From an optimization exercise on the open Yosys and OpenROAD flow, aimed at small area, a short achievable clock period and few clock cycles per item; shortcuts taken in it are not production practice.
RTL that was checked went through simulation tests only; none was proved equivalent to the original.
Power and IR drop assume default switching activity.

Design div_avalon, start of the top module:
module div_avalon
	#(
		parameter W     = 32,
				  CBIT  = 6
	 )
	(
		input wire clk, reset,
		input wire [2:0] div_address,
		input wire div_chipselect,
		input wire div_write,
		input wire [W-1:0] div_writedata,
		output wire [W-1:0] div_readdata,
		output wire div_irq,
		output wire div_rdy
	);
	wire div_start, div_ready, set_done_trg, clr_done_trg;
	reg [W-1:0] dvnd_reg, dvsr_reg;
	reg [5:0] cd_reg;
	reg [4:0] ca_reg;
	reg done_trg_reg;
	wire [W-1:0] quo, rmd;
	wire wr_en, wr_dvnd, wr_dvsr;
	reg [5:0] wclz;
	integer i;
	always @*
	begin
		wclz = 6'd32;
		for (i = 0; i < W; i = i + 1)
			if (div_writedata[i]) wclz = 6'd31 - i[5:0];
	end
	div #(.W(32)) d1
		 ( .clk(clk), .reset(reset), .str_trg(div_start), .dvsr(dvsr_reg), .dvnd(dvnd_reg),
		   .cd(cd_reg), .ca(ca_reg),
		   .ready(div_ready), .done_trg(set_done_trg), .quo(quo), .rmd(rmd));
	always @(posedge clk)
	begin
		if (wr_dvnd)
		begin
			dvnd_reg <= div_writedata;
			ca_reg <= wclz[5] ? 5'd31 : wclz[4:0];
		end
		if (wr_dvsr)
		begin
			dvsr_reg <= div_writedata;
			cd_reg <= wclz;
		end
	end
	always @(posedge clk, posedge reset)
		if (reset)
			done_trg_reg <= 1'b0;
		else if (set_done_trg)
			done_trg_reg <= 1'b1;
		else if (clr_done_trg)
  ...
==> flow/config.mk <==
export PLATFORM = sky130hd
export DESIGN_NAME = div_avalon
export DESIGN_NICKNAME = div_avalon
export VERILOG_FILES = /design/flow/design.v
export SDC_FILE = /design/flow/constraint.sdc
export NUM_CORES = 4
export LEC_CHECK = 0
export CAP_MARGIN = 20
export CORE_MARGIN = 2
export CORE_UTILIZATION = 60
export CTS_BUF_LIST = sky130_fd_sc_hd__clkbuf_4 sky130_fd_sc_hd__clkbuf_8
export SETUP_SLACK_MARGIN = 2.2
export SLEW_MARGIN = 20
==> flow/constraint.sdc <==
create_clock -name core_clock -period 5.0 [get_ports {clk}]
set_input_delay 1.0000 -clock core_clock [delete_from_list [all_inputs] [get_ports {clk}]]
set_output_delay 1.0000 -clock core_clock [all_outputs]
set_load 0.01 [all_outputs]
standard.sh (not shown) runs the stock make flow with config.mk's settings and CLKGATE_MAP_FILE= SYNTH_SCRIPT=/design/flow/synth_recipe.tcl, a recipe that flattens the netlist after the stock synthesis.
==> flow/flow/run.sh <==
#!/bin/bash
# Standard layout, with the port buffers made from buf_2 cells instead of
# the slow delay-buffer cells buffer_ports picks on its own.
set -euo pipefail
export BUFFER_PORTS_ARGS="-buffer_cell sky130_fd_sc_hd__buf_2"
bash standard.sh > standard.log 2>&1
The first run completed without violations.
Change:
Settings changed: SETUP_SLACK_MARGIN 2.2 to 2.1.
Result:
- setup slack improved by 0.012 ns
- combinational power shrinks by 7.0%
- critical path depth stays the same
- first-iteration DRC count shrinks by 26%
- routed wire length came out lower by 5.4%
- final area is lower by 1.9%
- total power grows by 5.1%
- clock-buffer cell count went down by 1
- via count decreases by 4.6%
- area after synthesis is unchanged
Change:
Settings changed: SETUP_SLACK_MARGIN 2.1 to 2.0.
Sequential share of layout area rises by 1.4 points; clock power shrinks by about 6%; global-route usage is lower by 0.97 points; die area does not change; worst setup slack gets better by 0.014 ns; maximum frequency grows by 0.48%; cell count went down by 2.0%.
No run of this note included a check of the RTL's function; only the layout flow was run.

========
div_avalon, a different RTL version from the one above (not shown whole).
For scale: about 900 cells after synthesis, about 180 flip-flops, ~10000 sq um of cells after synthesis.
clock: 5.0 ns
lec_check: 0
cap_margin: 20
core_margin: 2
core_utilization: 60
cts_buf_list: sky130_fd_sc_hd__clkbuf_4 sky130_fd_sc_hd__clkbuf_8
setup_slack_margin: 1.9
slew_margin: 20
Scripts as last shown in full above: flow/flow/run.sh
Testbench counts at the start, summed over its fixed seeds: cycles 24,255, items 2,048.
Edit:
- SETUP_SLACK_MARGIN: 1.9 -> 2.0
Outcome: Via count grows slightly; die area is unchanged; sequential power hardly moves; setup slack gets better by 53 ps; non-clock buffer count grows by 13; global-route usage grows by 0.49 points; total power grows slightly; cell count grows slightly; cell area grows by a few percent; area after synthesis does not change.
Edit:
- SETUP_SLACK_MARGIN: 2.0 -> 1.6
After rerunning:
- The new run passed the timing, design-rule and antenna checks
- worst hold slack loses 27 ps
- register-to-register slack loses 310 ps
- setup slack loses 310 ps
- design area fell by 5.5%
- non-clock buffer count fell by 13
- clock skew hardly moves
- routed wire length fell by 7.4%
- area after synthesis is unchanged
- sequential share of layout area rose by 2.4 points
- power fell by 5.3%
- sequential power is about the same

========
Setup of exp/violet:
The RTL this note starts from:
==> flow/design.v <==
module div
	#(
		parameter W=32
	 )
	(
		input wire clk, reset, str_trg,
		input wire [W-1:0] dvsr, dvnd,
		input wire [5:0] cd, ca,
		output wire ready,
		output reg done_trg,
		output wire [W-1:0] quo, rmd
	);
	reg        busy_reg;
	reg [4:0]  n_reg;
	reg [W-1:0] r_reg, q_reg, d_reg;
	wire       dz = cd[5];
	wire [5:0] p  = cd - ca;
	wire       imm = dz | (ca > cd);
	wire [W:0] diff = {1'b0, r_reg} - {1'b0, d_reg};
	wire       ge = ~diff[W];
	wire       last = (n_reg == 0);
	always @(posedge clk, posedge reset)
		if (reset)
			busy_reg <= 1'b0;
		else if (str_trg)
			busy_reg <= ~imm;
		else if (last)
			busy_reg <= 1'b0;
	always @(posedge clk)
	begin
		if (str_trg)
		begin
			n_reg <= p[4:0];
			d_reg <= dvsr << p[4:0];
		end
		else
		begin
			n_reg <= n_reg - 1'b1;
			d_reg <= d_reg >> 1;
		end
		if (str_trg)
			r_reg <= dvnd;
		else if (busy_reg & ge)
			r_reg <= diff[W-1:0];
		if (str_trg)
			q_reg <= {W{dz}};
		else if (busy_reg)
			q_reg <= {q_reg[W-2:0], ge};
	end
	always @*
		done_trg = str_trg ? imm : (busy_reg & last);
	assign ready = ~busy_reg;
	assign quo = q_reg;
	assign rmd = r_reg;
endmodule
module div_avalon
	#(
		parameter W     = 32,
				  CBIT  = 6
	 )
	(
		input wire clk, reset,
		input wire [2:0] div_address,
		input wire div_chipselect,
		input wire div_write,
		input wire [W-1:0] div_writedata,
		output wire [W-1:0] div_readdata,
		output wire div_irq,
		output wire div_rdy
	);
	wire div_start, div_ready, set_done_trg, clr_done_trg;
	reg [W-1:0] dvnd_reg, dvsr_reg;
	reg [5:0] ca_reg, cd_reg;
	reg done_trg_reg;
	wire [W-1:0] quo, rmd;
	wire wr_en, wr_dvnd, wr_dvsr;
	reg [5:0] wclz;
	integer i;
	always @*
	begin
		wclz = 6'd32;
		for (i = 0; i < W; i = i + 1)
			if (div_writedata[i]) wclz = 6'd31 - i[5:0];
	end
	div #(.W(32)) d1
		 ( .clk(clk), .reset(reset), .str_trg(div_start), .dvsr(dvsr_reg), .dvnd(dvnd_reg),
		   .cd(cd_reg), .ca(ca_reg),
		   .ready(div_ready), .done_trg(set_done_trg), .quo(quo), .rmd(rmd));
	always @(posedge clk)
	begin
		if (wr_dvnd)
		begin
			dvnd_reg <= div_writedata;
			ca_reg <= wclz;
		end
		if (wr_dvsr)
		begin
			dvsr_reg <= div_writedata;
			cd_reg <= wclz;
		end
	end
	always @(posedge clk, posedge reset)
		if (reset)
			done_trg_reg <= 1'b0;
		else if (set_done_trg)
			done_trg_reg <= 1'b1;
		else if (clr_done_trg)
			done_trg_reg <= 1'b0;
	assign wr_en = div_write & div_chipselect;
	assign wr_dvnd = (div_address == 3'h0) & wr_en;
	assign wr_dvsr = (div_address == 3'h1) & wr_en;
	assign div_start = (div_address == 3'h2) & wr_en & div_ready;
	assign clr_done_trg = (div_address == 3'h6) & wr_en;
	assign div_readdata = (div_address == 3'h3) ? quo :
						  (div_address == 3'h4) ? rmd :
						  {31'b0, (div_address == 3'h5) ? div_ready : done_trg_reg};
	assign div_rdy = div_ready;
	assign div_irq = done_trg_reg;
endmodule
export LEC_CHECK = 0
export CAP_MARGIN = 20
export CORE_MARGIN = 2
export CORE_UTILIZATION = 40
export SETUP_SLACK_MARGIN = 2.3
export SLEW_MARGIN = 20
create_clock -name core_clock -period 5.0 [get_ports {clk}]
run.sh (not shown) runs the stock make flow with config.mk's settings and CLKGATE_MAP_FILE= SYNTH_SCRIPT=/design/flow/synth_recipe.tcl, a recipe that flattens the netlist after the stock synthesis.
Stock flow here: none of the scripts above is used.
exp/violet completed every stage of the flow, and the final layout passed the timing, design-rule and antenna checks.
--- input diff exp/violet..exp/onyx ---
diff --git a/flow/config.mk b/flow/config.mk
--- a/flow/config.mk
+++ b/flow/config.mk
@@ -9,4 +9,4 @@
 export CORE_MARGIN = 2
 export CORE_UTILIZATION = 40
-export SETUP_SLACK_MARGIN = 2.3
+export SETUP_SLACK_MARGIN = 1.8
 export SLEW_MARGIN = 20
Notes after the runs:
- exp/violet finished end to end and its layout was clean on timing, DRC and antenna.
- exp/onyx | stages: all done | timing, DRC, antenna: all pass
- For first-pass GRT wire length, dividing the value from exp/violet by the value from exp/onyx gives 1.07.
- Count of multi-input gates of exp/onyx is on par with exp/violet.
- The lower worst hold slack after final layout of exp/onyx and exp/violet is in exp/violet.
diff inputs: exp/onyx => exp/willow
diff --git a/flow/config.mk b/flow/config.mk
--- a/flow/config.mk
+++ b/flow/config.mk
@@ -9,4 +9,3 @@
 export CORE_MARGIN = 2
 export CORE_UTILIZATION = 40
-export SETUP_SLACK_MARGIN = 1.8
 export SLEW_MARGIN = 20
[summary]
exp/willow vs exp/onyx, growth of design area from synthesis to finish went down by 3.4 points.
Clock period minus worst slack (lower): exp/onyx
Relative to exp/onyx, the wire length of the first global-routing pass measured on exp/willow has decreased by a few percent.
exp/onyx was larger in final cell area than exp/willow.
Comparing exp/onyx and exp/willow, slew at the pin closest to its max-slew limit is higher on exp/willow.
When exp/willow is measured against exp/onyx, its fill cell instance count of the final layout turns out 37 higher.
Summary — total wirelength of the detailed-routed design, exp/willow relative to exp/onyx: lower, by 8.8%.
Cell count: exp/willow lower than exp/onyx
Setup slack on the worst flop-to-flop path in exp/willow is 0.70 ns below exp/onyx.
exp/willow vs. exp/onyx: number of diodes barely changed, minimum setup slack in the final design dropped 0.74 ns.
Inputs modified between exp/willow and exp/juniper:
==> flow/flow/run.sh (new file) <==
#!/bin/bash
# Standard layout, with the port buffers made from buf_2 cells instead of
# the slow delay-buffer cells buffer_ports picks on its own.
set -euo pipefail
export BUFFER_PORTS_ARGS="-buffer_cell sky130_fd_sc_hd__buf_2"
bash standard.sh > standard.log 2>&1
==> flow/standard.sh (new file) <==
#!/bin/bash
# synth_recipe.tcl (not shown) runs the flow's synth.tcl, then flattens the netlist and writes it again
# the make line also repeats each setting of config.mk as NAME=value (left out here)
make -C /OpenROAD-flow-scripts/flow DESIGN_CONFIG=/design/flow/config.mk WORK_HOME=/design/flow/orfs CLKGATE_MAP_FILE= SYNTH_SCRIPT=/design/flow/synth_recipe.tcl "${@:-finish}"
diff --git a/flow/config.mk b/flow/config.mk
--- a/flow/config.mk
+++ b/flow/config.mk
@@ -8,4 +8,6 @@
 export CAP_MARGIN = 20
 export CORE_MARGIN = 2
-export CORE_UTILIZATION = 40
+export CORE_UTILIZATION = 60
+export CTS_BUF_LIST = sky130_fd_sc_hd__clkbuf_4 sky130_fd_sc_hd__clkbuf_8
+export SETUP_SLACK_MARGIN = 1.6
 export SLEW_MARGIN = 20
removed: flow/run.sh
--- outcome ---
In the flow results for exp/juniper and exp/willow, the data required time at the worst endpoint is smaller on exp/willow. For exp/juniper, the critical path launch point was d1.r_reg[0], unlike exp/willow, where it was div_address[2]. exp/juniper: done, clean on timing, DRC and antenna. The utilization after layout of exp/juniper is higher than that of exp/willow. Comparing tap cell instance count for exp/juniper and exp/willow, the bigger number came from exp/willow. exp/willow reports its master of the slowest instance on the critical path as sky130_fd_sc_hd__clkdlybuf4s50_1 while exp/juniper reports sky130_fd_sc_hd__fa_2. Re largest clock skew in the final design: exp/juniper is 0.0051 ns down on exp/willow. Combinational power (higher): exp/willow.
No functional check of the RTL was part of any run of this note.

-- port drivers added, routing unchanged --
In the flow no input, the clock included, has a driving cell. The finished layouts below were timed again as built, in two steps. Step 1 (the two cells are an assumption about what drives the block):
set clk [get_ports {clk}]
set_driving_cell -lib_cell sky130_fd_sc_hd__clkbuf_16 $clk
set_driving_cell -lib_cell sky130_fd_sc_hd__buf_2 [delete_from_list [all_inputs] $clk]
Step 2, shift: input delay + t, output delay - t, t = (earliest + latest rising clock arrival at the registers) / 2. This alone moves slack from input paths to output paths. Slacks: ideal ports / drivers / drivers and shift; pairs: ideal ports / drivers.
run | t, ns | setup slack, ns | worst hold slack (ns)
the first run of note 1 | 0.516 | 2.011 / 1.948 / 1.804 | 0.390 / 0.367 / 0.468
the second run of note 1 | 0.515 | 2.022 / 1.969 / 1.913 | 0.355 / 0.336 / 0.461
the third run of note 1 | 0.514 | 2.037 / 2.003 / 1.733 | 0.359 / 0.339 / 0.467
the first run of note 2 | 0.491 | 1.974 / 1.950 / 1.736 | 0.389 / 0.374 / 0.478
the second run of note 2 | 0.488 | 2.027 / 1.988 / 1.641 | 0.395 / 0.379 / 0.470
the third run of note 2 | 0.508 | 1.722 / 1.722 / 1.711 | 0.368 / 0.351 / 0.479
exp/violet | 0.479 | 1.734 / 1.734 / 1.734 | 0.459 / 0.459 / 0.459
exp/onyx | 0.480 | 1.722 / 1.670 / 1.414 | 0.464 / 0.464 / 0.464
exp/willow | 0.469 | 0.981 / 0.955 / 0.955 | 0.468 / 0.468 / 0.468
exp/juniper | 0.498 | 1.708 / 1.708 / 1.506 | 0.375 / 0.352 / 0.459
After both steps every run listed still meets setup and hold. For the second run of note 2, which loses most, drivers alone change the setup slack by -0.039 ns; drivers and shift together by -0.386 ns.
